From an optimization exercise on the open Yosys and OpenROAD flow, aimed at a short achievable clock period and few clock cycles per item; shortcuts taken in it are not production practice.
The RTL was checked by simulation tests, not by an equivalence proof against the original design.
Power figures rest on the tool's default switching activity, not on a simulated workload.

==> run X: inputs <==
Design Full_dataPath, start of the top module:
module Full_dataPath( input clk, input rst,
  output [5:0] imem_addr, input [31:0] imem_data,
  output [5:0] dmem_addr, output [31:0] dmem_wdata, output dmem_we,
  input [31:0] dmem_rdata);
reg  [5:0]  pf;                     
reg  [20:0] ic [0:63];              
reg  [63:0] icv;                    
reg  [63:0] pairok;                 
reg  [20:0] bw;                     
reg  [5:0]  bwa;                    
reg         bwv;
reg  [20:0] lw;                     
reg  [5:0]  la;
reg         lv;
reg  [5:0]  fpc;                    
reg  [63:0] foh;                    
reg         fd_v0, fd_v1;
reg  [20:0] fd_i0, fd_i1;
reg  [31:1] fd_o10, fd_o20, fd_o11, fd_o21;  
reg         de_v0, de_v1;
reg         de_wr0, de_wr1;         
reg         de_lw0, de_lw1;
reg         de_bc0, de_bc1;         
reg  [5:0]  de_tgt0, de_tgt1;       
reg  [4:0]  de_rd0, de_rd1;
reg  [1:0]  de_op0, de_op1;         
reg         de_eq0, de_eq1;         
reg  [31:0] de_a0, de_b0, de_a1, de_b1;
reg  [1:0]  de_fa0, de_fb0, de_fa1, de_fb1;  
reg  [5:0]  de_addr;
reg  [31:0] de_wd;
reg         de_we;
reg         ew_we0, ew_we1;
reg  [4:0]  ew_rd0, ew_rd1;
reg  [31:0] ew_res0, ew_res1;
reg  [31:0] rf [1:31];
reg  [31:1] rfv;
assign imem_addr  = pf;
assign dmem_addr  = de_addr;
assign dmem_wdata = de_wd;
assign dmem_we    = de_we;
function [20:0] pack; input [31:0] i; input [5:0] a;
  reg [1:0] c;
  begin
    c = i[6] ? 2'd3 : i[4] ? 2'd0 : i[5] ? 2'd2 : 2'd1;
    pack[20]   = i[6] & (i[19:15] == i[24:20]);
    pack[1:0]  = c;
    pack[6:2]  = i[19:15];
    pack[11:7] = (c == 2'd1) ? i[11:7] : i[24:20];
    case (c)
      2'd0: pack[19:12] = {i[11:7], i[13], i[13] ? i[12] : i[30], 1'b0};
      2'd1: pack[19:12] = i[27:20];
      2'd2: pack[19:12] = {i[27:25], i[11:7]};
      default: pack[19:12] = {a + {i[27:25], i[11:9]}, 2'b00};
    endcase
  end
endfunction
function f_br;  input [20:0] w; f_br  = (w[1:0] == 2'd3); endfunction
function f_sw;  input [20:0] w; f_sw  = (w[1:0] == 2'd2); endfunction
function f_lw;  input [20:0] w; f_lw  = (w[1:0] == 2'd1); endfunction
function f_mem; input [20:0] w; f_mem = w[1] ^ w[0]; endfunction
  ...
export LEC_CHECK = 0
export ABC_CLOCK_PERIOD_IN_PS = 4000
export CAP_MARGIN = 20
export CELL_PAD_IN_SITES_DETAIL_PLACEMENT = 1
export CELL_PAD_IN_SITES_GLOBAL_PLACEMENT = 2
export CORE_MARGIN = 2
export CORE_UTILIZATION = 18
export PLACE_DENSITY = 0.3
export SLEW_MARGIN = 20
create_clock -name core_clock -period 15.0 [get_ports {clk}]
standard.sh (not shown) runs the stock make flow with config.mk's settings and CLKGATE_MAP_FILE= SYNTH_SCRIPT=/design/flow/synth_recipe.tcl, a recipe that flattens the netlist after the stock synthesis.
==> flow/flow/run.sh <==
#!/bin/bash
set -euo pipefail
MARGIN=$(cat flow/margin.txt)
bash standard.sh SETUP_SLACK_MARGIN=$MARGIN finish > make_finish.log 2>&1
==> flow/flow/margin.txt <==
10.8
==> run D (differences from run X) <==
--- a/flow/config.mk
+++ b/flow/config.mk
@@ -12,4 +12,5 @@
 export CORE_MARGIN = 2
-export CORE_UTILIZATION = 18
-export PLACE_DENSITY = 0.3
+export CORE_UTILIZATION = 24
+export GPL_TIMING_DRIVEN = 1
+export PLACE_DENSITY = 0.38
 export SLEW_MARGIN = 20
==> summary of the runs <==
Flip-flop and latch count is the same in run X and run D.
In synthesized cell count, run X and run D do not differ.
In sequential power, run X and run D hardly differ.
Count of clock-buffer cells in the layout: run X is higher than run D (60).
Via count: run X is lower than run D (about 1.5%).
Of run X and run D, run X has the higher routed wire length (gap 9.9%, measured against run D).
Of run D and run X, run X has the higher non-clock buffer count (gap 238).
Between run D and run X, the lower global-route usage is in run X (gap 6.8 points).
Power: run X is higher than run D (about 4%).
Testbench counts of run X, summed over its fixed seeds: cycles 13,717, instrs 17,427.
Testbench counts of run D, summed over its fixed seeds: cycles 13,717, instrs 17,427.

## what the ideal ports hide
The flow's constraints put no driver on any port. The routed layouts listed below were extracted and timed again, unchanged, in two steps. Step 1: set_driving_cell puts a clkbuf_16 on clk and a buf_2 on each other input, an assumption about the parent block. Step 2 also shifts input and output timing later by t, the mid clock arrival at the registers, as if the neighbouring blocks saw the same clock. a / b / c = ideal ports / drivers / drivers and shift; a / b = the first two.
| run | t, ns | setup WS [ns] | clock arrival spread, ns | pins driven straight from the clock port |
|---|---|---|---|---|
| run X | 1.177 | 10.267 / 10.260 / 9.248 | 0.094 / 0.094 | 1 |
| run D | 1.238 | 10.316 / 10.214 / 9.341 | 0.105 / 0.106 | 1 |
After both steps every run listed still meets setup and hold. For run X, which loses most, drivers alone change the setup slack by -0.007 ns; drivers and shift together by -1.019 ns.
